This is an optimization exercise on Yosys and OpenROAD, whose aim is small area and a short achievable clock period, not a production implementation. Function was checked by simulation only, so behaviour that the tests miss may differ from the original.

## iq_comp
module iq_comp (
	input clk, RESETn,
	input freeze_iqcomp,
	input [1:0] op_mode,
	input [3:0] Ix, Qx,
	input signed [12:0] Wr_in, Wj_in,
	output reg signed [3:0] Iy, Qy,
	output wire settled,
	output reg signed [12:0] Wr, Wj
);
clock: 8.0 ns
lec_check: 0
cap_margin: 20
core_margin: 2
core_utilization: 40
cts_buf_list: sky130_fd_sc_hd__clkbuf_8
setup_slack_margin: 2.75
slew_margin: 20
synth_hierarchical: 1
synth_minimum_keep_size: 0
standard.sh (not shown) runs the stock make flow with config.mk's settings and CLKGATE_MAP_FILE= SYNTH_SCRIPT=/design/flow/synth_recipe.tcl, a recipe that flattens the netlist after the stock synthesis.
==> flow/flow/run.sh <==
#!/bin/bash
# Layout flow: the standard flow, with two changes:
#  - synthesis maps the RTL's leaf modules to the cells given in
#    flow/cells_map.v (via ORFS's SYNTH_CANONICALIZE_TCL hook);
#  - port buffers are buf_1 cells.
set -euo pipefail
here=$(pwd)
export SYNTH_CANONICALIZE_TCL="$here/flow/canon.tcl"
export BUFFER_PORTS_ARGS="-buffer_cell sky130_fd_sc_hd__buf_1"
bash standard.sh > "$here/standard.log" 2>&1
Other scripts of this flow, unchanged in this note and not shown: flow/flow/canon.tcl, flow/flow/cells_map.v, flow/flow/leaf_modules.txt
Rerun with:
Settings changed: SETUP_SLACK_MARGIN 2.75 to 2.5.
Die area does not change.
Worst setup slack got worse by 170 ps.
Clock-buffer cell count does not change.
Sequential cell count stays the same.
Cell area drops by 5.3%.
First-iteration DRC count went up by 19%.
Rerun with:
Settings changed: CORE_UTILIZATION 40 to 50.
After rerunning: Worst hold slack barely changes. Wire length goes up by 6.9%. Clock-buffer cell count stays the same. Global-route usage grows by 6.5 points. Final cell count decreases by 3.6%. Clock skew climbs by 7.9 ps.

iq_comp, a different RTL version from the one above (not shown whole).
Size: roughly 800 cells after synthesis.
Settings: LEC_CHECK=0, CAP_MARGIN=20, CORE_MARGIN=2, CORE_UTILIZATION=40, CTS_BUF_LIST=sky130_fd_sc_hd__clkbuf_8, SETUP_SLACK_MARGIN=2.0, SLEW_MARGIN=20, SYNTH_HIERARCHICAL=1, SYNTH_MINIMUM_KEEP_SIZE=0; clock period 8.0 ns.
==> flow/flow/run.sh <==
#!/bin/bash
# Layout flow: the standard flow, with two changes:
#  - synthesis maps the RTL's leaf modules to the cells given in
#    flow/cells_map.v (via ORFS's SYNTH_CANONICALIZE_TCL hook);
#  - port buffers are buf_2 cells.
set -euo pipefail
here=$(pwd)
export SYNTH_CANONICALIZE_TCL="$here/flow/canon.tcl"
export BUFFER_PORTS_ARGS="-buffer_cell sky130_fd_sc_hd__buf_1"
bash standard.sh > "$here/standard.log" 2>&1
Other scripts of this flow, unchanged in this note and not shown: flow/flow/canon.tcl, flow/flow/cells_map.v, flow/flow/leaf_modules.txt
The baseline went through all stages and came out clean.
==> next run, changes <==
Settings changed: CORE_UTILIZATION 40 to 65.
The new run finished with timing, DRC and antenna clean. Sequential cell count is unchanged. Final area fell by 0.58%. Routed wire length rose by 4.2%. Worst hold slack is worse by 0.033 ns. Die area fell by 37%. Clock-buffer cell count is unchanged. Global-route usage rose by 13 points. Register-to-register slack is better by 0.17 ns.
==> next run, changes <==
Settings changed: CORE_UTILIZATION 65 to 40, SETUP_SLACK_MARGIN 2.0 to 2.25.
What happened:
- sequential share of layout area went down by 0.31 points
- utilization went down by 28 points
- register-to-register slack degrades by 0.12 ns
- setup slack improves by 0.20 ns
- count of clock-buffer cells in the layout does not change
- wire length went down slightly
==> next run, changes <==
Settings changed: SETUP_SLACK_MARGIN 2.25 to 2.0, TNS_END_PERCENT set to 25.
Result: Clock skew is about the same. Setup slack is worse by 0.093 ns. Via count shrinks by 0.98%. Die area is unchanged. Register-to-register slack degrades by 0.05 ns. Global-route usage stays flat.

== tundra ==
RTL: one of the versions met above, not the one the previous note started from.
For scale: roughly 790 cells after synthesis, ~34 flip-flops.
==> flow/config.mk <==
export PLATFORM = sky130hd
export DESIGN_NAME = iq_comp
export DESIGN_NICKNAME = iq_comp
export VERILOG_FILES = /design/flow/design.v
export SDC_FILE = /design/flow/constraint.sdc
export NUM_CORES = 4
export LEC_CHECK = 0
export CAP_MARGIN = 20
export CORE_MARGIN = 2
export CORE_UTILIZATION = 40
export CTS_BUF_LIST = sky130_fd_sc_hd__clkbuf_8
export SETUP_SLACK_MARGIN = 2.25
export SLEW_MARGIN = 20
export SYNTH_HIERARCHICAL = 1
export SYNTH_MINIMUM_KEEP_SIZE = 0
==> flow/constraint.sdc <==
create_clock -name core_clock -period 8.0 [get_ports {clk}]
set_input_delay 1.6000 -clock core_clock [delete_from_list [all_inputs] [get_ports {clk}]]
set_output_delay 1.6000 -clock core_clock [all_outputs]
set_load 0.01 [all_outputs]
==> flow/flow/run.sh <==
#!/bin/bash
# Layout flow: the standard flow, with two changes:
#  - synthesis maps the RTL's leaf modules to the cells given in
#    flow/cells_map.v (via ORFS's SYNTH_CANONICALIZE_TCL hook);
#  - port buffers are buf_1 cells.
set -euo pipefail
here=$(pwd)
export SYNTH_CANONICALIZE_TCL="$here/flow/canon.tcl"
export BUFFER_PORTS_ARGS="-buffer_cell sky130_fd_sc_hd__buf_1"
bash standard.sh > "$here/standard.log" 2>&1
Other scripts of this flow, unchanged in this note and not shown: flow/flow/canon.tcl, flow/flow/cells_map.v, flow/flow/leaf_modules.txt
## Diff of input files: lagoon against tundra
Settings: SETUP_SLACK_MARGIN: 2.25 -> 2.6.
### Flow results
Critical path depth: lagoon lower than tundra
Status: met1 layer usage reported by global route parity (lagoon, tundra)
## Diff of input files: raven against lagoon
Settings: SETUP_SLACK_MARGIN: 2.6 -> 2.0.
## What came out
Re total count of hold-check failures in the final report: no difference whatsoever between raven and lagoon.
Combined buffer and inverter count along the critical path: raven vs lagoon up 1
Comparing raven against lagoon, there is no change at all in number of placement rows.
On global-route wire length before repair, raven tracks lagoon almost exactly.
In the reports for raven and lagoon, the smaller clock period minus final worst setup slack belongs to lagoon.
In the reports for raven and lagoon, the smaller worst setup margin belongs to raven.
Summary of raven over lagoon: met1 usage closely matched the old numbers, cell area decreased by about 3% relative to the old numbers, cell count has decreased, via count decreased by 53 relative to the old numbers.

Setup of v55:
RTL: one of the versions met above, not the one the previous note started from.
For scale: about 0.0070 mm^2 of cells after synthesis.
export LEC_CHECK = 0
export CAP_MARGIN = 20
export CORE_MARGIN = 2
export CORE_UTILIZATION = 40
export CTS_BUF_LIST = sky130_fd_sc_hd__clkbuf_8
export SETUP_SLACK_MARGIN = 2.0
export SLEW_MARGIN = 20
export SYNTH_HIERARCHICAL = 1
export SYNTH_MINIMUM_KEEP_SIZE = 0
export TNS_END_PERCENT = 0
create_clock -name core_clock -period 8.0 [get_ports {clk}]
==> flow/flow/run.sh <==
#!/bin/bash
# Layout flow: the standard flow, with two changes:
#  - synthesis maps the RTL's leaf modules to the cells given in
#    flow/cells_map.v (via ORFS's SYNTH_CANONICALIZE_TCL hook);
#  - port buffers are buf_2 cells.
set -euo pipefail
here=$(pwd)
export SYNTH_CANONICALIZE_TCL="$here/flow/canon.tcl"
export BUFFER_PORTS_ARGS="-buffer_cell sky130_fd_sc_hd__buf_1"
bash standard.sh > "$here/standard.log" 2>&1
Other scripts of this flow, unchanged in this note and not shown: flow/flow/canon.tcl, flow/flow/cells_map.v, flow/flow/leaf_modules.txt
v55 | status: complete | timing, DRC, antenna: pass
[inputs] v31 vs v55
# v55
export LEC_CHECK = 0
export CAP_MARGIN = 20
export CORE_MARGIN = 2
export CORE_UTILIZATION = 40
export CTS_BUF_LIST = sky130_fd_sc_hd__clkbuf_8
export SETUP_SLACK_MARGIN = 2.0
export SLEW_MARGIN = 20
export SYNTH_HIERARCHICAL = 1
export SYNTH_MINIMUM_KEEP_SIZE = 0
export TNS_END_PERCENT = 0
create_clock -name core_clock -period 8.0 [get_ports {clk}]
# v31
export LEC_CHECK = 0
export CAP_MARGIN = 20
export CORE_MARGIN = 2
export CORE_UTILIZATION = 40
export CTS_BUF_LIST = sky130_fd_sc_hd__clkbuf_8
export SETUP_SLACK_MARGIN = 2.0
export SLEW_MARGIN = 20
export SYNTH_HIERARCHICAL = 1
export SYNTH_MINIMUM_KEEP_SIZE = 0
create_clock -name core_clock -period 8.0 [get_ports {clk}]
--- a/flow/flow/run.sh
+++ b/flow/flow/run.sh
@@ -9,2 +9,3 @@
 export BUFFER_PORTS_ARGS="-buffer_cell sky130_fd_sc_hd__buf_1"
+export RECOVER_POWER=100
 bash standard.sh > "$here/standard.log" 2>&1
[compare] base=v55 new=v31: portion of the layout cell area used by non-clock buffers went down, area added between synthesis and finish has decreased, top achievable clock speed dropped 14 MHz.
The higher actual slew at the worst max-slew pin of v31 and v55 is in v31.
#### Input delta (v36 over v31)
# v31
export LEC_CHECK = 0
export CAP_MARGIN = 20
export CORE_MARGIN = 2
export CORE_UTILIZATION = 40
export CTS_BUF_LIST = sky130_fd_sc_hd__clkbuf_8
export SETUP_SLACK_MARGIN = 2.0
export SLEW_MARGIN = 20
export SYNTH_HIERARCHICAL = 1
export SYNTH_MINIMUM_KEEP_SIZE = 0
create_clock -name core_clock -period 8.0 [get_ports {clk}]
# v36
export LEC_CHECK = 0
export CAP_MARGIN = 20
export CORE_MARGIN = 2
export CORE_UTILIZATION = 40
export CTS_BUF_LIST = sky130_fd_sc_hd__clkbuf_8
export SETUP_SLACK_MARGIN = 1.75
export SLEW_MARGIN = 20
export SYNTH_HIERARCHICAL = 1
export SYNTH_MINIMUM_KEEP_SIZE = 0
create_clock -name core_clock -period 8.0 [get_ports {clk}]
--- a/flow/flow/run.sh
+++ b/flow/flow/run.sh
@@ -9,3 +9,2 @@
 export BUFFER_PORTS_ARGS="-buffer_cell sky130_fd_sc_hd__buf_1"
-export RECOVER_POWER=100
 bash standard.sh > "$here/standard.log" 2>&1
--- outcome ---
~same via count in v36 and v31. Count of buffers added by post-CTS timing repair for setup across v36 and v31: no real change. Compared with v31, v36 shows peak clock frequency supported by timing that has gone up by a few percent. Looking at v36 and v31, the average wire length per cell after detail routing is a wash.

==> re-timing with driven ports <==
Ports are ideal in the flow. The routed layouts listed here were re-timed in OpenROAD.
Step 1, drivers: a clkbuf_16 drives clk and a buf_2 each remaining input, both assumed.
Step 2 adds t to the input delays and takes it off the output delays; t is the mean of the earliest and latest rising clock arrival at the registers after step 1. Input paths then give back, and output paths get back, about the clock's delay inside the block.
a / b / c = ideal / step 1 / step 2; a / b = the first two.
run | shift t [ns] | slack for setup (ns) | pins driven straight from the clock port
the first run of note 1 | 0.327 | 2.871 / 2.739 / 2.412 | 1
the second run of note 1 | 0.326 | 2.700 / 2.680 / 2.354 | 1
the third run of note 1 | 0.348 | 2.669 / 2.679 / 2.331 | 1
the first run of note 2 | 0.353 | 2.313 / 2.319 / 1.966 | 1
the second run of note 2 | 0.324 | 2.204 / 2.219 / 1.896 | 1
the third run of note 2 | 0.354 | 2.406 / 2.393 / 2.038 | 1
the fourth run of note 2 | 0.353 | 2.313 / 2.319 / 1.966 | 1
tundra | 0.325 | 2.513 / 2.519 / 2.194 | 1
lagoon | 0.327 | 2.740 / 2.706 / 2.380 | 1
raven | 0.325 | 2.345 / 2.355 / 2.030 | 1
v55 | 0.353 | 2.313 / 2.319 / 1.966 | 1
v31 | 0.356 | 1.809 / 1.816 / 1.459 | 1
v36 | 0.353 | 2.114 / 2.121 / 1.767 | 1
After both steps setup and hold are still met in every run listed. For the first run of note 1, which loses most, drivers alone change the setup slack by -0.132 ns; drivers and shift together by -0.459 ns.
